This design comes from an exercise in tuning for small area on the open sky130 flow, not from production work. Function was checked by simulation only, so behaviour that the tests miss may differ from the original.

==> flow/design.v <==
module ascon_permutation (
    input  logic [319:0] state_in,
    input  logic [3:0]   rc,
    output logic [319:0] state_out
);
function automatic [63:0] rot(input [63:0] x, input integer n);
    rot = (x >> n) | (x << (64 - n));
endfunction
logic [63:0] x0, x1, x2, x3, x4;
logic [63:0] a0, a1, a2, a3, a4;
logic [63:0] b0, b1, b2, b3, b4;
always_comb begin
    x0 = state_in[319:256];
    x1 = state_in[255:192];
    x2 = state_in[191:128] ^ {56'd0, ~rc, rc};
    x3 = state_in[127:64];
    x4 = state_in[63:0];
    a0 = x0 ^ x4;
    a4 = x4 ^ x3;
    a2 = x2 ^ x1;
    b0 = a0 ^ (~x1 & a2);
    b1 = x1 ^ (~a2 & x3);
    b2 = a2 ^ (~x3 & a4);
    b3 = x3 ^ (~a4 & a0);
    b4 = a4 ^ (~a0 & x1);
    b1 = b1 ^ b0;
    b0 = b0 ^ b4;
    b3 = b3 ^ b2;
    b2 = ~b2;
    state_out[319:256] = b0 ^ rot(b0, 19) ^ rot(b0, 28);
    state_out[255:192] = b1 ^ rot(b1, 61) ^ rot(b1, 39);
    state_out[191:128] = b2 ^ rot(b2, 1)  ^ rot(b2, 6);
    state_out[127:64]  = b3 ^ rot(b3, 10) ^ rot(b3, 17);
    state_out[63:0]    = b4 ^ rot(b4, 7)  ^ rot(b4, 41);
end
endmodule
module ascon_state_machine (
    input  logic       clk,
    input  logic       rst_n,
    input  logic       msg_start,
    input  logic       msg_last,
    output logic       run,         
    output logic [3:0] rc,
    output logic       absorb,      
    output logic       capture,     
    output logic       hash_ready
);
logic       start_prev;
logic [1:0] sq;
wire block_edge = msg_start & ~start_prev & ~run & ~hash_ready;
wire last_round = (rc == 4'd7);
always_ff @(posedge clk or negedge rst_n) begin
    if (!rst_n) begin
        start_prev <= 1'b0;
        run        <= 1'b0;
        rc         <= 4'd12;
        sq         <= 2'd0;
        hash_ready <= 1'b0;
        absorb     <= 1'b0;
        capture    <= 1'b0;
    end else begin
        start_prev <= msg_start;
        absorb     <= block_edge;
        capture    <= run & last_round & msg_last & (sq != 2'd3);
        if (run) begin
            rc <= last_round ? 4'd12 : rc + 4'd1;
            if (last_round) begin
                if (!msg_last) begin
                    run <= 1'b0;
                end else if (sq == 2'd3) begin
                    run        <= 1'b0;
                    hash_ready <= 1'b1;
                end else begin
                    sq <= sq + 2'd1;
                end
            end
        end else if (block_edge) begin
            run <= 1'b1;
        end
    end
end
endmodule
module ascon_statmachine_top (
    input logic clk,
    input logic rst_n,
    input logic [63:0] msg_in,
    input logic msg_start,
    input logic msg_last,
    output logic [0:255] hash_out,
    output wire hash_ready
);
localparam [319:0] INIT_STATE = 320'h6a7a78353667c5aac79a235d95b5ac4847cd172ccff3184fa1893074191cd8dc0033ab61e5b0cdbd;
logic [319:0] state;
logic [319:0] round_out;
logic [63:0]  h2, h1, h0;
logic         run, absorb, capture;
logic [3:0]   rc;
ascon_state_machine state_machine (
    .clk(clk),
    .rst_n(rst_n),
    .msg_start(msg_start),
    .msg_last(msg_last),
    .run(run),
    .rc(rc),
    .absorb(absorb),
    .capture(capture),
    .hash_ready(hash_ready)
);
ascon_permutation ascon_permutation (
    .state_in({state[319:256] ^ (msg_in & {64{absorb}}), state[255:0]}),
    .rc(rc),
    .state_out(round_out)
);
always_ff @(posedge clk) begin
    if (!rst_n)
        state <= INIT_STATE;
    else if (run)
        state <= round_out;
end
always_ff @(posedge clk) begin
    if (capture) begin
        h2 <= state[319:256];
        h1 <= h2;
        h0 <= h1;
    end
end
assign hash_out = {state[319:256], h2, h1, h0};
endmodule
==> flow/flow/run.sh <==
#!/bin/bash
# ORFS layout with area-oriented changes. Each tool's output goes to the ORFS
# logs under orfs/logs/ and the make output to synth_make.log / layout_make.log.
#  - synthesis: the standard synthesis script, unchanged except that ABC
#    maps for area (flow/area.abc) and full adders are not extracted first;
#    registers, flattening and renaming are as in the standard synthesis
#  - no timing repair at floorplan (REMOVE_ABC_BUFFERS)
#  - port buffers use the smallest buffer (buf_1) instead of clkdlybuf4s50_1
#  - CTS with clkbuf_16 buffers, large sink clusters and without dummy loads
set -euo pipefail
W=$(pwd)
ABC_SCRIPT="$W/flow/area.abc"
{
  head -n 1 "$W/synth_recipe.tcl"
  sed "s#^source \$::env(SCRIPTS_DIR)/synth_preamble.tcl\$#&\nlset abc_args 1 $ABC_SCRIPT#" "$FLOW_HOME/scripts/synth.tcl"
  tail -n +3 "$W/synth_recipe.tcl"
} > "$W/area_synth.tcl"
grep -q "lset abc_args 1" "$W/area_synth.tcl"
bash standard.sh SYNTH_SCRIPT="$W/area_synth.tcl" ADDER_MAP_FILE= synth > synth_make.log 2>&1
# no sizing pass on the unbuffered area-mapped netlist at floorplan; the
# placement-stage repair_design buffers the high-fanout nets instead
export REMOVE_ABC_BUFFERS=1
export BUFFER_PORTS_ARGS="-buffer_cell sky130_fd_sc_hd__buf_1"
export CTS_ARGS="-sink_clustering_enable -repair_clock_nets -dont_use_dummy_load -buf_list sky130_fd_sc_hd__clkbuf_16 -sink_clustering_size 24 -sink_clustering_max_diameter 120"
bash standard.sh > layout_make.log 2>&1
==> flow/flow/area.abc <==
&get -n
&st
&dch
&nf -R 1000
&put
==> flow/standard.sh <==
#!/bin/bash
# synth_recipe.tcl (not shown) runs the flow's synth.tcl, then flattens the netlist and writes it again
# the make line also repeats each setting of config.mk as NAME=value (left out here)
make -C /OpenROAD-flow-scripts/flow DESIGN_CONFIG=/design/flow/config.mk WORK_HOME=/design/flow/orfs CLKGATE_MAP_FILE= SYNTH_SCRIPT=/design/flow/synth_recipe.tcl "${@:-finish}"
==> flow/config.mk <==
export PLATFORM = sky130hd
export DESIGN_NAME = ascon_statmachine_top
export DESIGN_NICKNAME = ascon_statmachine_top
export VERILOG_FILES = /design/flow/design.v
export SDC_FILE = /design/flow/constraint.sdc
export NUM_CORES = 4
export LEC_CHECK = 0
export CAP_MARGIN = 5
export CORE_MARGIN = 2
export CORE_UTILIZATION = 72
export GPL_TIMING_DRIVEN = 0
export SLEW_MARGIN = 5
==> flow/constraint.sdc <==
create_clock -name core_clock -period 6.0 [get_ports {clk}]
set_input_delay 1.2000 -clock core_clock [delete_from_list [all_inputs] [get_ports {clk}]]
set_output_delay 1.2000 -clock core_clock [all_outputs]
set_load 0.01 [all_outputs]
==> run_results.csv, run 1 <==
group,metric,value,unit
timing,setup_tns,0,ns
floorplan,die_area,43100,µm²
critical_path,r2r_start,"state_machine.absorb",
drt,drtAntennaViolNets,0,
yosys,yosys.area.top_type_share,25.2,%
min_path,holdCritStartpoint,"h1[14]",
cells_and_area,multi_input_area,17300,µm²
timing,max_freq,0.206,GHz
cells_and_area,nFillCells,2653,
timing,setup_violations,0,
timing,finalCritPeriodShare,81.0,%
floorplan,die_width,208,µm
clocking,cts-buffers-inserted,25,
placed_design,hpwl,76500,µm
clocking,holdBufCountCts,0,
critical_path,crit_type,"flip-flop to flip-flop",
yosys,synthArstFlopShare,2.10,%
cells_and_area,fin_util,80.2,%
drt,wl_per_cell,25.8,µm
critical_path,critPathMaxStageDelay,0.80,ns
yosys,synth_area_leader_cell,"xnor2_1",
clocking,ctsResizeCount,0,
cells_and_area,regArea,12500,µm²
placed_design,io_buffers,324,
floorplan,ioPinCount,325,
grt,grt_util_all_layers,44.4,%
critical_path,crit_path_start_kind,"flip-flop",
yosys,avgSynthCellArea,10.2,µm²
grt,grt_max_degree,90,
timing,rsz0062_at_grt,"false",
grt,grt_pass1_wl,142000,µm
drt,wirelength,98800,µm
yosys,ys_top_cells_by_count,"858 x xnor2_1, 399 x xor2_1, 335 x nand2_1, 320 x dfxtp_1, 220 x a21oi_1",
clocking,clock_path_buffers,3,
yosys,yosysWarnings,3,
floorplan,core,40800,µm²
yosys,synth_area,29800,µm²
critical_path,cp_slowest_cell,"dfrtp_2",
critical_path,arrival,5.38,ns
drt,drc_errors,0,
yosys,synth-main-ff-cell,"dfxtp_1",
timing,worstMarginPinSlew,1.46,ns
placed_design,dpl-instance-area,32100,µm²
clocking,cts_root_buffer,"clkbuf_16",
yosys,synth_area_leaders,"xnor2_1 25%, dfxtp_1 21%, edfxtp_1 19%",
clocking,worstSkewPairLatency,0.60,ns
yosys,yosysMostFrequentCell,"xnor2_1",
critical_path,path_max_fanout,33,
critical_path,crit_path_start,"state_machine.absorb",
drt,viasPerCell,6.19,
critical_path,crit_family,"XOR/XNOR gates",
drt,drtIter0Drc,3241,
clocking,cts_tree,"built",
timing,slew_headroom,1.99,%
cells_and_area,area_delta_synth_final,9.72,%
grt,grt_pass1_vias,22400,
placed_design,gp_congestion,1.09,
yosys,synth_edf_count,192,
timing,report.final.slew_viol_count,0,
critical_path,cp_num_buf_inv,1,
clocking,post-cts-setup-buffers,0,
yosys,yosysSeqAreaShare,41.7,%
cells_and_area,fin_nets,3364,
drt,vias,23700,
critical_path,cp_cell_sequence,"buf_12, nand2_1, xor2_1, xor2_1, nand2_1, xnor2_1, nand2_1, o21ai_0, xor2_1, xnor2_1, mux2i_1, nand2_1",
critical_path,crit_path_end_kind,"flip-flop",
clocking,h-tree-depth,1,
timing,hold_ws,0.439,ns
timing,period_needed,4.86,ns
status,status,"no timing/DRC/antenna violations",
cells_and_area,drive_above_1_share,1.43,%
floorplan,die_y,208,µm
clocking,cts.clk_slew.worst_paths,0.09,ns
grt,overflow,0,
cells_and_area,final_cells,3827,
timing,hold_viol_final,0,
yosys,ys_ff_latch,523,
drt,drt_pass1_iterations,6,
clocking,cts_sinks,523,
floorplan,rows,74,
yosys,syn_inst,2929,
yosys,ys_types,26,
min_path,holdCritPathClass,"flip-flop to flip-flop",
cells_and_area,design_area,32700,µm²
critical_path,crit_top_cell,"nand2_1",
floorplan,start_util,73.1,%
timing,finClkSkew,0.0393,ns
critical_path,crit_required,6.53,ns
flow_run,drv_cap,0,
placed_design,dpl.cell_count,3801,
grt,antenna_found_initial,3,
==> sequential cells by signal, summed over array words and instances, names as in the netlist <==
name                      cells
h0                           64
h1                           64
h2                           64
state                       320
state_machine.absorb          1
state_machine.capture         1
state_machine.hash_ready      1
state_machine.rc              4
state_machine.run             1
state_machine.sq              2
state_machine.start_prev      1
==> per-layer routing <==
layer  vias up  part of all wire (%)  track usage (%)
li1      10400                     -                -
met1     11400                    37             58.1
met2      1509                    44             69.0
met3       313                    11             7.94
met4         0                   7.4             27.0
met5         -                     0                0
==> worst reg2reg max path, delay by kind of cell (launching register included) <==
kind,cells,cell delay [ns]
buffers and inverters,1,0.27
AO/OA/AOI/OAI,1,0.41
AND/OR/NAND/NOR,4,0.49
multiplexers,1,0.18
XOR/XNOR,5,2.64
flip-flops,1,0.80
==> placed cells by master, fill, tap and decap left out, types with 12 or more instances in the layout <==
cell type / synthesis / routed
xor2_1: 399 / 399
mux2i_1: 168 / 168
edfxtp_1: 192 / 192
maj3_1: 19 / 19
a21oi_1: 220 / 220
nor2_1: 68 / 68
nand2_1: 335 / 335
dfxtp_1: 320 / 320
nor2b_1: 100 / 100
nand2b_1: 12 / 12
buf_1: 0 / 323
o21ai_0: 176 / 176
xnor2_1: 858 / 858
clkbuf_16: 0 / 25
o221ai_1: 12 / 12
clkinv_1: 22 / 22
==> cell type report <==
class	count	area share, %
inverters	22	0.252
clock buffers	25	1.91
repair buffers	340	4.88
well taps	532	2.03
diodes	1	0.00765
flip-flops and latches	523	38.1
multi-input cells	2384	52.8
==> path summary, 6_finish.rpt <==
check | slack, ns | to | cells after the start
worst max-delay path | 1.14 | state[273] | 12
worst min-delay path | 0.44 | h0[14] | 0
worst max register to register | 1.14 | state[273] | 12
worst min register to register | 0.44 | h0[14] | 0
max in group asynchronous | 4.86 | state_machine.rc[2] | 2
min in group asynchronous | 0.52 | state_machine.run | 1
==> stage by stage <==
stage          setup slack [ns]
3_3_place_gp              -9.39
4_1_cts                    1.56
5_1_grt                    1.12
3_5_place_dp               1.46
2_1_floorplan             -5.34
6_report                   1.14
==> cell families (layout without fill, tap and decap cells) <==
kind of cell    Yosys count  count (layout)  share of synthesized area (%)
flops                   523             523                           41.7
fa+ha+maj                19              19                          0.638
compound gates          413             413                           7.13
other cells               0               1                              0
mux                     168             168                           5.64
simple gates            527             527                           7.67
buf+inv                  22             387                          0.277
xor+xnor               1257            1257                           36.9
==> inputs of run 2 (changes only) <==
--- a/flow/config.mk
+++ b/flow/config.mk
@@ -7,3 +7,3 @@
 export LEC_CHECK = 0
-export CAP_MARGIN = 5
+export CAP_MARGIN = 10
 export CORE_MARGIN = 2
@@ -11,2 +11,2 @@
 export GPL_TIMING_DRIVEN = 0
-export SLEW_MARGIN = 5
+export SLEW_MARGIN = 10
==> run_results.csv, run 2 <==
group,metric,value,unit
status,status,"no timing/DRC/antenna violations",
yosys,synth_area_leader_cell,"xnor2_1",
cells_and_area,drive_above_1_share,1.49,%
floorplan,core,40800,µm²
grt,grt_max_degree,88,
cells_and_area,regMostFlops,"state",
floorplan,die_width,208,µm
critical_path,crit_required,6.54,ns
yosys,yosys.area.top_type_share,25.2,%
yosys,yosysWarnings,3,
timing,worstMarginPinSlew,1.45,ns
clocking,holdBufCountCts,0,
placed_design,gp_congestion,1.09,
yosys,ys_ff_latch,523,
floorplan,ioPinCount,325,
critical_path,crit_path_start_kind,"flip-flop",
yosys,avgSynthCellArea,10.2,µm²
drt,drt_pass1_iterations,6,
critical_path,reg2reg_to,"state[263]",
clocking,cts_sinks,523,
critical_path,crit_type,"flip-flop to flip-flop",
yosys,synth_area_leaders,"xnor2_1 25%, dfxtp_1 21%, edfxtp_1 19%",
clocking,clock_path_buffers,3,
timing,report.final.slew_viol_count,0,
drt,vias,23500,
min_path,holdCritPathClass,"flip-flop to flip-flop",
yosys,ys_types,26,
timing,hold_ws,0.448,ns
floorplan,rows,74,
drt,drc_errors,0,
min_path,holdCritStartpoint,"state_machine.start_prev",
cells_and_area,largest_reg_flops,320,
critical_path,reg2regPathDepth,10,
grt,antenna_found_initial,1,
cells_and_area,final_common_cell,"xnor2_1",
yosys,synth_area,29800,µm²
critical_path,crit_path_end_kind,"flip-flop",
grt,grt_util_all_layers,43.5,%
cells_and_area,area_delta_synth_final,9.77,%
timing,setup_violations,0,
timing,rsz0062_at_grt,"false",
grt,grt_pass1_vias,22200,
drt,wl_per_cell,25.3,µm
yosys,ys_top_cells_by_count,"858 x xnor2_1, 399 x xor2_1, 335 x nand2_1, 320 x dfxtp_1, 220 x a21oi_1",
grt,overflow,0,
critical_path,arrival,5.20,ns
drt,drtAntennaViolNets,0,
clocking,cts.clk_slew.worst_paths,0.09,ns
drt,wirelength,96900,µm
critical_path,rrSetupSlack,1.34,ns
yosys,yosysSeqAreaShare,41.7,%
floorplan,die_y,208,µm
critical_path,path_max_fanout,33,
timing,finalCritPeriodShare,77.7,%
critical_path,r2r_start,"state_machine.absorb",
yosys,synth-main-ff-cell,"dfxtp_1",
placed_design,io_buffers,324,
yosys,syn_inst,2929,
yosys,synth_edf_count,192,
grt,grt_pass1_wl,140000,µm
clocking,h-tree-depth,1,
cells_and_area,final_cells,3827,
floorplan,start_util,73.1,%
min_path,min_path_cells,1,
placed_design,dpl.cell_count,3801,
drt,viasPerCell,6.14,
min_path,min_to,"state_machine.absorb",
yosys,yosysMostFrequentCell,"xnor2_1",
timing,slew_headroom,2.50,%
clocking,cts_root_buffer,"clkbuf_16",
clocking,cts-buffers-inserted,25,
clocking,worstSkewPairLatency,0.61,ns
clocking,post-cts-setup-buffers,0,
clocking,ctsResizeCount,0,
cells_and_area,nFillCells,2641,
timing,period_needed,4.66,ns
drt,drtIter0Drc,3340,
timing,hold_viol_final,0,
floorplan,die_area,43100,µm²
placed_design,hpwl,76300,µm
yosys,synthArstFlopShare,2.10,%
clocking,cts_tree,"built",
timing,setup_tns,0,ns
flow_run,drv_cap,0,
timing,finClkSkew,0.0376,ns
cells_and_area,fin_nets,3364,
cells_and_area,fin_util,80.2,%
cells_and_area,layout.cells.most_common_list,"856 x xnor2_1, 399 x xor2_1, 335 x nand2_1",
timing,max_freq,0.215,GHz
[run 2: logic make-up (layout without fill, tap and decap cells)]
logic type,count (synthesis),in the layout,synth area share [%]
other,0,1,0
AO/OA/AOI/OAI,413,413,7.13
flip-flops,523,523,41.7
buffers and inverters,22,387,0.277
multiplexers,168,168,5.64
adder cells (fa/ha/maj),19,19,0.638
XOR/XNOR,1257,1257,36.9
AND/OR/NAND/NOR,527,527,7.67
[run 2: worst max-delay path, stage by stage (launching register included)]
cell and delay (ns):
dfrtp_2 0.81, buf_12 0.27, nand2_1 0.09, xor2_1 0.29, mux2i_1 0.16, xnor2_1 0.95
xor2_1 0.87, xor2_1 0.18, xnor2_1 0.66, mux2i_1 0.18, nand2_1 0.10
[run 2: final cells by class]
cell class	instances	area, µm²	share of cell area (%)
antenna	1	2.50	0.00764
clock buffer	25	626	1.91
inverter	22	82.6	0.252
multi-input combinational	2384	17300	52.9
sequential	523	12500	38.0
tap	532	666	2.03
timing repair buffer	340	1600	4.88
[run 2: worst max-delay path by stage]
stage / start / end / slack [ns] / depth (start not counted)
final: state_machine.absorb / state[263] / 1.34 / 10
after global routing: state_machine.absorb / state[273] / 1.27 / 12
after CTS: state_machine.absorb / state[273] / 1.57 / 12
after detailed placement: msg_in[17] / state[273] / 1.44 / 12
after global placement: state_machine.run / state_machine.sq[0] / -9.39 / 4
after floorplan: state_machine.run / state_machine.sq[0] / -5.34 / 4
[run 2: through the flow]
stage / setup WS (ns) / area, µm²
finish: 1.34 / 32700
floorplan: -5.34 / 29800
global route: 1.27 / 32700
global placement: -9.39 / 31700
CTS: 1.57 / 32700
detailed placement: 1.44 / 32100
[run 2: metal layers]
layer / routed length [µm] / GRT usage, % / vias to the layer above
li1: - / - / 10400
met1: 35900 / 56.7 / 11400
met2: 42700 / 66.3 / 1396
met3: 11100 / 9.89 / 319
met4: 7190 / 26.7 / 0
met5: 0 / 0 / -
==> inputs of run 3 (changes only) <==
--- a/flow/flow/run.sh
+++ b/flow/flow/run.sh
@@ -23,3 +23,3 @@
 export BUFFER_PORTS_ARGS="-buffer_cell sky130_fd_sc_hd__buf_1"
-export CTS_ARGS="-sink_clustering_enable -repair_clock_nets -dont_use_dummy_load -buf_list sky130_fd_sc_hd__clkbuf_16 -sink_clustering_size 24 -sink_clustering_max_diameter 120"
+export CTS_ARGS="-sink_clustering_enable -repair_clock_nets -dont_use_dummy_load -buf_list sky130_fd_sc_hd__clkbuf_16 -sink_clustering_size 28 -sink_clustering_max_diameter 90"
 bash standard.sh > layout_make.log 2>&1
==> run_results.csv, run 3 <==
group,metric,value,unit
timing,hold_ws,0.430,ns
yosys,ys_types,26,
drt,wirelength,97600,µm
timing,rsz0062_at_grt,"false",
clocking,cts_sinks,523,
clocking,clock_path_buffers,3,
placed_design,gp_congestion,1.09,
cells_and_area,drive_above_1_share,1.46,%
critical_path,arrival,5.34,ns
cells_and_area,layout.cells.most_common_list,"856 x xnor2_1, 399 x xor2_1, 335 x nand2_1",
drt,drtIter0Drc,3214,
placed_design,dpl-instance-area,32100,µm²
timing,finalCritPeriodShare,80.2,%
floorplan,ioPinCount,325,
floorplan,die_area,43100,µm²
yosys,synthXorXnorAreaFrac,36.9,%
timing,finClkSkew,0.0475,ns
clocking,cts_root_buffer,"clkbuf_16",
yosys,synth_edf_count,192,
timing,report.final.slew_viol_count,0,
clocking,ctsResizeCount,0,
yosys,synth_area_leaders,"xnor2_1 25%, dfxtp_1 21%, edfxtp_1 19%",
floorplan,die_width,208,µm
timing,hold_viol_final,0,
cells_and_area,final_common_cell,"xnor2_1",
critical_path,crit_type,"flip-flop to flip-flop",
yosys,synth-main-ff-cell,"dfxtp_1",
cells_and_area,final_cells,3825,
floorplan,start_util,73.1,%
yosys,synth_area,29800,µm²
cells_and_area,regMostFlops,"state",
flow_run,drv_cap,0,
yosys,avgSynthCellArea,10.2,µm²
timing,max_freq,0.208,GHz
critical_path,crit_path_end_kind,"flip-flop",
drt,drc_errors,0,
yosys,synth_compound_area_share,7.13,%
critical_path,crit_required,6.53,ns
grt,grt_pass1_vias,22400,
yosys,yosysWarnings,3,
placed_design,hpwl,76300,µm
grt,grt_max_degree,88,
grt,overflow,0,
yosys,synth_top_family_by_area,"XOR/XNOR gates",
drt,drt_pass1_iterations,7,
grt,grt_util_all_layers,43.8,%
timing,worstMarginPinSlew,1.33,ns
clocking,h-tree-depth,1,
cells_and_area,fin_nets,3363,
placed_design,dpl.cell_count,3801,
critical_path,crit_path_start_kind,"flip-flop",
placed_design,io_buffers,324,
clocking,post-cts-setup-buffers,0,
yosys,syn_inst,2929,
status,status,"no timing/DRC/antenna violations",
clocking,cts_tree,"built",
yosys,yosysMostFrequentCell,"xnor2_1",
yosys,synth-simple-area-share,7.67,%
grt,grt_pass1_wl,141000,µm
critical_path,r2r_start,"state_machine.absorb",
drt,viasPerCell,6.14,
yosys,synth.mux.area_fraction,5.64,%
timing,slew_headroom,10.6,%
min_path,holdCritPathClass,"flip-flop to flip-flop",
grt,antenna_found_initial,2,
timing,setup_violations,0,
yosys,ys_ff_latch,523,
critical_path,path_max_fanout,33,
cells_and_area,area_delta_synth_final,9.68,%
clocking,holdBufCountCts,0,
yosys,synthAdderAreaFrac,0.638,%
cells_and_area,largest_reg_flops,320,
cells_and_area,diodes,0,
clocking,worstSkewPairLatency,0.61,ns
yosys,ys_top_cells_by_count,"858 x xnor2_1, 399 x xor2_1, 335 x nand2_1, 320 x dfxtp_1, 220 x a21oi_1",
cells_and_area,design_area,32700,µm²
drt,vias,23500,
drt,drtAntennaViolNets,0,
yosys,synth_area_leader_cell,"xnor2_1",
timing,period_needed,4.81,ns
floorplan,die_y,208,µm
floorplan,core,40800,µm²
yosys,yosysSeqAreaShare,41.7,%
cells_and_area,fin_util,80.1,%
drt,wl_per_cell,25.5,µm
clocking,cts-buffers-inserted,24,
clocking,cts.clk_slew.worst_paths,0.10,ns
critical_path,crit_path_start,"state_machine.absorb",
yosys,synthArstFlopShare,2.10,%
floorplan,rows,74,
min_path,holdCritStartpoint,"h1[57]",
yosys,yosys.area.top_type_share,25.2,%
==> run 3: logic make-up after synthesis <==
family          after synthesis
buf+inv                      22
compound gates              413
xor+xnor                   1257
fa+ha+maj                    19
mux                         168
simple gates                527
flops                       523
==> run 3: path summary, 6_finish.rpt <==
check / to / slack [ns] / cells past startpoint
max: state[273] / 1.19 / 12
min: h0[57] / 0.43 / 0
max reg2reg: state[273] / 1.19 / 12
min reg2reg: h0[57] / 0.43 / 0
max in group asynchronous: state_machine.capture / 4.99 / 1
min in group asynchronous: state_machine.sq[0] / 0.58 / 1
==> run 3: stage by stage <==
stage	setup WS [ns]	setup TNS (ns)
6_report	1.19	0
5_1_grt	1.07	0
4_1_cts	1.56	0
3_5_place_dp	1.44	0
3_3_place_gp	-9.39	-2706.61
2_1_floorplan	-5.34	-1377.06
==> run 3: per-layer routing <==
layer	GRT usage (%)	wire length (µm)	part of all wire [%]
met1	56.2	36000	37
met2	67.0	42900	44
met3	10.0	11300	12
met4	28.0	7400	7.6
met5	0	0	0
==> run 3: layout make-up <==
class,count,area (µm²)
clock buffers,24,601
fillers,2666,8110
inverters,22,82.6
multi-input cells,2384,17300
flip-flops and latches,523,12500
well taps,532,666
repair buffers,340,1600
==> run 3: critical path, cell delays in order (launching register included) <==
cell and delay, ns:
dfrtp_2 0.81, buf_12 0.27, nand2_1 0.09, xor2_1 0.54, xor2_1 0.32, nand2_1 0.13
xnor2_1 0.81, nand2_1 0.10, o21ai_0 0.42, xor2_1 0.21, xnor2_1 0.68, mux2i_1 0.18
nand2_1 0.10

-- separate check: timing with driven ports --
The results above use ideal ports. As a check the final layouts listed here were re-extracted and re-timed, cells and wires unchanged. Step 1: set_driving_cell puts a clkbuf_16 on clk and a buf_2 on each other input, an assumption about the parent block. Step 2 adds t to the input delays and takes it off the output delays; t is the mean of the earliest and latest rising clock arrival at the registers after step 1. Input paths then give back, and output paths get back, about the clock's delay inside the block. Three values: no drivers, after step 1, after step 2; two values: the first two.
run | t, ns | setup slack, ns | slew at the worst register clock pin (ns)
run 1 | 0.645 | 1.143 / 1.143 / 0.994 | 0.12 / 0.12
run 2 | 0.655 | 1.340 / 1.340 / 1.175 | 0.11 / 0.11
run 3 | 0.647 | 1.188 / 1.188 / 1.058 | 0.12 / 0.12
After both steps setup and hold are still met in every run listed. For run 2, which loses most, drivers alone change the setup slack by 0.000 ns; drivers and shift together by -0.165 ns.
